Context: an optimization exercise on an open-source flow, tuned for small area, a short achievable clock period and few clock cycles per item. The choices shown serve that exercise and are no tape-out recipe.
RTL that was checked went through simulation tests only; none was proved equivalent to the original.
Power is estimated from default activity; no workload was simulated.

==> inputs of job 4021 <==
// divider
module divider #(
    parameter WIDTH = 32
)(
    input  logic                   clk,
    input  logic                   rst_n,
    input  logic                   start,
    input  logic [WIDTH-1:0]       dividend,
    input  logic [WIDTH-1:0]       divisor,
    output logic [WIDTH-1:0]       quotient,
    output logic [WIDTH-1:0]       remainder,
    output logic                   done
);
    logic        busy;
    logic [3:0]  cnt;           
    logic [31:0] rem_reg;       
    logic [31:0] dq_reg;        
    logic [31:0] dsr_reg;       
    logic [7:0] nib_a, nib_d;
    logic [2:0] na, nd;
    always_comb begin
        for (int i = 0; i < 8; i++) begin
            nib_a[i] = |dividend[4*i +: 4];
            nib_d[i] = |divisor[4*i +: 4];
        end
        na[2] = |nib_a[7:4];
        na[1] = na[2] ? |nib_a[7:6] : |nib_a[3:2];
        na[0] = na[2] ? (na[1] ? nib_a[7] : nib_a[5]) : (na[1] ? nib_a[3] : nib_a[1]);
        nd[2] = |nib_d[7:4];
        nd[1] = nd[2] ? |nib_d[7:6] : |nib_d[3:2];
        nd[0] = nd[2] ? (nd[1] ? nib_d[7] : nib_d[5]) : (nd[1] ? nib_d[3] : nib_d[1]);
    end
  ...
==> module divider, before the edit <==
module divider #(
    parameter WIDTH = 32
)(
    input  logic                   clk,
    input  logic                   rst_n,
    input  logic                   start,
    input  logic [WIDTH-1:0]       dividend,
    input  logic [WIDTH-1:0]       divisor,
    output logic [WIDTH-1:0]       quotient,
    output logic [WIDTH-1:0]       remainder,
    output logic                   done
);
    logic        busy;
    logic [3:0]  cnt;           
    logic [31:0] rem_reg;       
    logic [31:0] dq_reg;        
    logic [31:0] dsr_reg;       
    logic [7:0] nib_a, nib_d;
    logic [2:0] na, nd;
    always_comb begin
        for (int i = 0; i < 8; i++) begin
            nib_a[i] = |dividend[4*i +: 4];
            nib_d[i] = |divisor[4*i +: 4];
        end
        na[2] = |nib_a[7:4];
        na[1] = na[2] ? |nib_a[7:6] : |nib_a[3:2];
        na[0] = na[2] ? (na[1] ? nib_a[7] : nib_a[5]) : (na[1] ? nib_a[3] : nib_a[1]);
        nd[2] = |nib_d[7:4];
        nd[1] = nd[2] ? |nib_d[7:6] : |nib_d[3:2];
        nd[0] = nd[2] ? (nd[1] ? nib_d[7] : nib_d[5]) : (nd[1] ? nib_d[3] : nib_d[1]);
    end
    logic [3:0] nsum;
    logic       dz;
    assign nsum = {1'b0, ~na} + {1'b0, nd};
    assign dz   = ~|divisor;
    logic [63:0] pre_sh, pre;
    logic [3:0]  cnt_init;
    assign pre_sh = {32'd0, dividend} << {nsum[2:0], 2'b00};
    always_comb begin
        if (dz) begin
            pre      = {32'd0, dividend};
            cnt_init = 4'd15;
        end else if (nsum[3]) begin
            pre      = {2'd0, dividend, 30'd0};
            cnt_init = 4'd0;
        end else begin
            pre      = pre_sh;
            cnt_init = {~nsum[2:0], 1'b1};    
        end
    end
    logic [33:0] w;
    logic [34:0] d1, d2, d3;
    assign w  = {rem_reg, dq_reg[31:30]};
    assign d1 = {1'b0, w} - {3'b0, dsr_reg};
    assign d2 = {1'b0, w} - {2'b0, dsr_reg, 1'b0};
    logic [34:0] a3, nd3, n2d, s3, cy3;
    assign a3  = {1'b0, w};
    assign nd3 = ~{3'b0, dsr_reg};
    assign n2d = ~{2'b0, dsr_reg, 1'b0};
    assign s3  = a3 ^ nd3 ^ n2d;
    assign cy3 = (a3 & nd3) | (a3 & n2d) | (nd3 & n2d);
    assign d3  = s3 - ~{cy3[33:0], 1'b1};
    logic [1:0]  qd;
    logic [31:0] rnext;
    always_comb begin
        if (!d3[34])      begin qd = 2'd3; rnext = d3[31:0]; end
        else if (!d2[34]) begin qd = 2'd2; rnext = d2[31:0]; end
        else if (!d1[34]) begin qd = 2'd1; rnext = d1[31:0]; end
        else              begin qd = 2'd0; rnext = w[31:0];  end
    end
    always_ff @(posedge clk or negedge rst_n) begin
        if (!rst_n) begin
            busy <= 1'b0;
            done <= 1'b0;
        end else begin
            done <= busy && cnt == 4'd0;
            if (start)
                busy <= 1'b1;
            else if (cnt == 4'd0)
                busy <= 1'b0;
        end
    end
    always_ff @(posedge clk) begin
        if (start) begin
            rem_reg <= pre[63:32];
            dq_reg  <= pre[31:0];
            dsr_reg <= divisor;
        end else if (busy) begin
            dq_reg  <= {dq_reg[29:0], qd};
            rem_reg <= rnext;
        end
    end
    always_ff @(posedge clk) begin
        if (start)
            cnt <= cnt_init;
        else
            cnt <= cnt - 4'd1;
    end
    assign quotient  = dq_reg;
    assign remainder = rem_reg;
endmodule
==> flow/config.mk <==
export PLATFORM = sky130hd
export DESIGN_NAME = divider
export DESIGN_NICKNAME = divider
export VERILOG_FILES = /design/flow/design.v
export SDC_FILE = /design/flow/constraint.sdc
export NUM_CORES = 4
export LEC_CHECK = 0
export CAP_MARGIN = 20
export CORE_MARGIN = 2
export CORE_UTILIZATION = 40
export SETUP_SLACK_MARGIN = 1
export SLEW_MARGIN = 20
==> flow/constraint.sdc <==
create_clock -name core_clock -period 5.0 [get_ports {clk}]
set_input_delay 1.0000 -clock core_clock [delete_from_list [all_inputs] [get_ports {clk}]]
set_output_delay 1.0000 -clock core_clock [all_outputs]
set_load 0.01 [all_outputs]
standard.sh (not shown) runs the stock make flow with config.mk's settings and CLKGATE_MAP_FILE= SYNTH_SCRIPT=/design/flow/synth_recipe.tcl, a recipe that flattens the netlist after the stock synthesis.
==> flow/flow/run.sh <==
#!/bin/bash
# The standard layout, with each port buffered by a sky130 buf_1 instead of
# the buffer buffer_ports picks by default.
set -euo pipefail
export BUFFER_PORTS_ARGS="-buffer_cell sky130_fd_sc_hd__buf_1"
bash standard.sh > standard.log 2>&1
==> job 5154 (differences from job 4021) <==
==> flow/design.v (replaced) <==
module divider #(
    parameter WIDTH = 32
)(
    input  logic                   clk,
    input  logic                   rst_n,
    input  logic                   start,
    input  logic [WIDTH-1:0]       dividend,
    input  logic [WIDTH-1:0]       divisor,
    output logic [WIDTH-1:0]       quotient,
    output logic [WIDTH-1:0]       remainder,
    output logic                   done
);
    logic        busy;
    logic [4:0]  cnt;           
    logic [31:0] rem_reg;       
    logic [31:0] dq_reg;        
    logic [31:0] dsr_reg;       
    logic [4:0] msb;
    always_comb begin
        msb = 5'd0;
        for (int i = 1; i < 32; i++)
            if (divisor[i]) msb = i[4:0];
    end
    logic [4:0]  skip;
    assign skip = {msb[4:2], 2'b00};
    logic [63:0] pre;
    assign pre = {32'd0, dividend} << skip;
    logic [32:0] partial;
    assign partial = {rem_reg, dq_reg[31]} - {1'b0, dsr_reg};
    always_ff @(posedge clk or negedge rst_n) begin
        if (!rst_n) begin
            busy <= 1'b0;
            done <= 1'b0;
        end else begin
            done <= busy && cnt == 5'd0;
            if (start)
                busy <= 1'b1;
            else if (cnt == 5'd0)
                busy <= 1'b0;
        end
    end
    always_ff @(posedge clk) begin
        if (start) begin
            rem_reg <= pre[63:32];
            dq_reg  <= pre[31:0];
            dsr_reg <= divisor;
            cnt     <= ~skip;
        end else if (busy) begin
            cnt    <= cnt - 5'd1;
            dq_reg <= {dq_reg[30:0], ~partial[32]};
            rem_reg <= partial[32] ? {rem_reg[30:0], dq_reg[31]} : partial[31:0];
        end
    end
    assign quotient  = dq_reg;
    assign remainder = rem_reg;
endmodule
- SETUP_SLACK_MARGIN: 1 -> 2
==> job 2089 (differences from job 4021) <==
==> flow/design.v (replaced) <==
module divider #(
    parameter WIDTH = 32
)(
    input  logic                   clk,
    input  logic                   rst_n,
    input  logic                   start,
    input  logic [WIDTH-1:0]       dividend,
    input  logic [WIDTH-1:0]       divisor,
    output logic [WIDTH-1:0]       quotient,
    output logic [WIDTH-1:0]       remainder,
    output logic                   done
);
    logic        busy;
    logic [3:0]  cnt;           
    logic [31:0] rem_reg;       
    logic [31:0] quo_reg;       
    logic [31:0] dsr_reg;       
    logic [15:0] pair;
    logic [3:0]  mpos;
    always_comb begin
        for (int i = 0; i < 16; i++)
            pair[i] = divisor[2*i+1] | divisor[2*i];
        mpos[3] = |pair[15:8];
        mpos[2] = mpos[3] ? |pair[15:12] : |pair[7:4];
        mpos[1] = mpos[3] ? (mpos[2] ? |pair[15:14] : |pair[11:10])
                          : (mpos[2] ? |pair[7:6]   : |pair[3:2]);
        mpos[0] = mpos[3] ? (mpos[2] ? (mpos[1] ? pair[15] : pair[13]) : (mpos[1] ? pair[11] : pair[9]))
                          : (mpos[2] ? (mpos[1] ? pair[7]  : pair[5])  : (mpos[1] ? pair[3]  : pair[1]));
    end
    logic [31:0] dsr_init;
    assign dsr_init = divisor << {~mpos, 1'b0};
    logic [34:0] r, d1, d2, d3;
    assign r  = {3'b0, rem_reg};
    assign d1 = r - {3'b0, dsr_reg};
    assign d2 = r - {2'b0, dsr_reg, 1'b0};
    logic [34:0] nd, n2d, s3, cy3;
    assign nd  = ~{3'b0, dsr_reg};
    assign n2d = ~{2'b0, dsr_reg, 1'b0};
    assign s3  = r ^ nd ^ n2d;
    assign cy3 = (r & nd) | (r & n2d) | (nd & n2d);
    assign d3  = s3 - ~{cy3[33:0], 1'b1};
    logic        ge1, ge2, ge3;
    logic [1:0]  qd;
    logic [31:0] rnext;
    assign ge1 = ~d1[34];
    assign ge2 = ~d2[34];
    assign ge3 = ~d3[34];
    assign qd  = {ge2, ge3 | (ge1 & ~ge2)};
    assign rnext = ({32{ge3}}        & d3[31:0])
                 | ({32{ge2 & ~ge3}} & d2[31:0])
                 | ({32{ge1 & ~ge2}} & d1[31:0])
                 | ({32{~ge1}}       & rem_reg);
    always_ff @(posedge clk or negedge rst_n) begin
        if (!rst_n) begin
            busy <= 1'b0;
            done <= 1'b0;
        end else begin
            done <= busy && cnt == 4'd0;
            if (start)
                busy <= 1'b1;
            else if (cnt == 4'd0)
                busy <= 1'b0;
        end
    end
    always_ff @(posedge clk) begin
        if (start)
            quo_reg <= 32'd0;
        else if (busy)
            quo_reg <= {quo_reg[29:0], qd};
    end
    always_ff @(posedge clk) begin
        if (start) begin
            rem_reg <= dividend;
            dsr_reg <= dsr_init;
        end else begin
            rem_reg <= rnext;
            dsr_reg <= (busy && cnt != 4'd0) ? {2'b00, dsr_reg[31:2]} : 32'd0;
        end
    end
    always_ff @(posedge clk) begin
        if (start)
            cnt <= ~mpos;
        else
            cnt <= cnt - 4'd1;
    end
    assign quotient  = quo_reg;
    assign remainder = rem_reg;
endmodule
- SETUP_SLACK_MARGIN: 1 -> 0.8
==> job 7994 (differences from job 4021) <==
==> flow/design.v (replaced) <==
module divider #(
    parameter WIDTH = 32
)(
    input  logic                   clk,
    input  logic                   rst_n,
    input  logic                   start,
    input  logic [WIDTH-1:0]       dividend,
    input  logic [WIDTH-1:0]       divisor,
    output logic [WIDTH-1:0]       quotient,
    output logic [WIDTH-1:0]       remainder,
    output logic                   done
);
    logic        busy;
    logic [3:0]  cnt;           
    logic [31:0] rem_reg;       
    logic [31:0] dq_reg;        
    logic [31:0] dsr_reg;       
    logic [4:0] msb;
    always_comb begin
        msb = 5'd0;
        for (int i = 1; i < 32; i++)
            if (divisor[i]) msb = i[4:0];
    end
    logic [4:0]  skip;
    assign skip = {msb[4:2], 2'b00};
    logic [63:0] pre;
    assign pre = {32'd0, dividend} << skip;
    logic [33:0] w;
    logic [34:0] d1, d2, d3;
    assign w  = {rem_reg, dq_reg[31:30]};
    assign d1 = {1'b0, w} - {3'b0, dsr_reg};
    assign d2 = {1'b0, w} - {2'b0, dsr_reg, 1'b0};
    logic [34:0] a3, nd, n2d, s3, cy3;
    assign a3  = {1'b0, w};
    assign nd  = ~{3'b0, dsr_reg};
    assign n2d = ~{2'b0, dsr_reg, 1'b0};
    assign s3  = a3 ^ nd ^ n2d;
    assign cy3 = (a3 & nd) | (a3 & n2d) | (nd & n2d);
    assign d3  = s3 - ~{cy3[33:0], 1'b1};
    logic [1:0]  qd;
    logic [31:0] rnext;
    always_comb begin
        if (!d3[34])      begin qd = 2'd3; rnext = d3[31:0]; end
        else if (!d2[34]) begin qd = 2'd2; rnext = d2[31:0]; end
        else if (!d1[34]) begin qd = 2'd1; rnext = d1[31:0]; end
        else              begin qd = 2'd0; rnext = w[31:0];  end
    end
    always_ff @(posedge clk or negedge rst_n) begin
        if (!rst_n) begin
            busy <= 1'b0;
            done <= 1'b0;
        end else begin
            done <= busy && cnt == 4'd0;
            if (start)
                busy <= 1'b1;
            else if (cnt == 4'd0)
                busy <= 1'b0;
        end
    end
    always_ff @(posedge clk) begin
        if (start) begin
            rem_reg  <= pre[63:32];
            dq_reg   <= pre[31:0];
            dsr_reg  <= divisor;
            cnt      <= {~msb[4:2], 1'b1};
        end else if (busy) begin
            cnt     <= cnt - 4'd1;
            dq_reg  <= {dq_reg[29:0], qd};
            rem_reg <= rnext;
        end
    end
    assign quotient  = dq_reg;
    assign remainder = rem_reg;
endmodule
==> flow/run.sh (new file) <==
#!/bin/bash
# synth_recipe.tcl (not shown) runs the flow's synth.tcl, then flattens the netlist and writes it again
# the make line also repeats each setting of config.mk as NAME=value (left out here)
make -C /OpenROAD-flow-scripts/flow DESIGN_CONFIG=/design/flow/config.mk WORK_HOME=/design/flow/orfs CLKGATE_MAP_FILE= SYNTH_SCRIPT=/design/flow/synth_recipe.tcl finish
- SETUP_SLACK_MARGIN: 1 -> 2
removed: flow/flow/run.sh
removed: flow/standard.sh
==> comparison table <==
metric	job 7994	job 2089	job 5154	job 4021
Clock net power	0.000765 W	0.000774 W	0.000801 W	0.000735 W
Slack of the worst reg-to-reg path	1.08 ns	0.93 ns	1.63 ns	1.07 ns
Utilization after layout	56.7%	45.2%	58.9%	51.9%
Cell type of the slowest stage on the worst timing path	fa_2	or4_1	edfxtp_1	fa_2
Floorplan row count	60	59	47	63
Met1 track utilization from global routing	37.0%	34.6%	34.3%	39.6%
Simple-Gate Fraction of Synth Area	13.3%	16.9%	12.3%	16.4%
Multiplexer area fraction after synthesis	5.20%	6.74%	8.43%	4.80%
Portion of the clock cycle consumed by the worst path in the final layout	78.5%	81.4%	67.4%	85.9%
Length of routed wiring on met1	17.1 mm	16.0 mm	9.96 mm	20.4 mm
Register cell area after layout	0.00304 mm2	0.00205 mm2	0.00308 mm2	0.00301 mm2
Outcome	timing/DRC/antenna clean	timing/DRC/antenna clean	timing/DRC/antenna clean	timing/DRC/antenna clean
End point of the critical path	rem_reg[5]$_DFFE_PP_	rem_reg[21]$_DFF_P_	rem_reg[13]$_DFFE_PP_	dq_reg[28]$_DFFE_PP_
Wire length after detailed routing	40.4 mm	34.8 mm	25.4 mm	48.2 mm
CP Buf/Inv Count	3	2	3	5
Launching element of the worst setup path	dq_reg[31]$_DFFE_PP_	dsr_reg[4]$_DFF_P_	rem_reg[10]$_DFFE_PP_	dividend[28]
Leading cell type in the layout, fill and taps excluded	clkdlybuf4s50_1	buf_1	buf_1	nand2_1
Synth top area share	26.8%	18.8%	44.4%	23.6%
Testbench counts of job 5154, summed over its fixed seeds: cycles 25,488, items 1,280.
Testbench counts of job 2089, summed over its fixed seeds: cycles 12,769, items 1,280.
Testbench counts of job 7994, summed over its fixed seeds: cycles 13,384, items 1,280.
Function not checked in job 4021: the RTL went through the layout flow alone.

-- what the ideal ports hide --
Ports are ideal in the flow. The routed layouts listed here were re-timed in OpenROAD. Step 1 assumes that a clkbuf_16 drives the clock port and a buf_2 every other input. Step 2, shift: input delay + t, output delay - t, t = (earliest + latest rising clock arrival at the registers) / 2. This alone moves slack from input paths to output paths. Three values: no drivers, after step 1, after step 2; two values: the first two.
run	t (ns)	setup WS [ns]	hold WS [ns]	slew at the worst register clock pin (ns)	pins driven straight from the clock port
job 4021	0.433	0.705 / 0.705 / 0.272	0.390 / 0.365 / 0.469	0.08 / 0.08	1
job 5154	0.407	1.630 / 1.630 / 1.436	0.398 / 0.378 / 0.475	0.08 / 0.08	1
job 2089	0.412	0.930 / 0.930 / 0.570	0.390 / 0.386 / 0.467	0.09 / 0.09	1
job 7994	0.414	1.077 / 1.077 / 1.077	0.545 / 0.545 / 0.545	0.09 / 0.09	1
After both steps every run listed still meets setup and hold. The setup slack of job 4021, which loses most, moves by 0.000 ns with the drivers and by -0.433 ns with both steps.
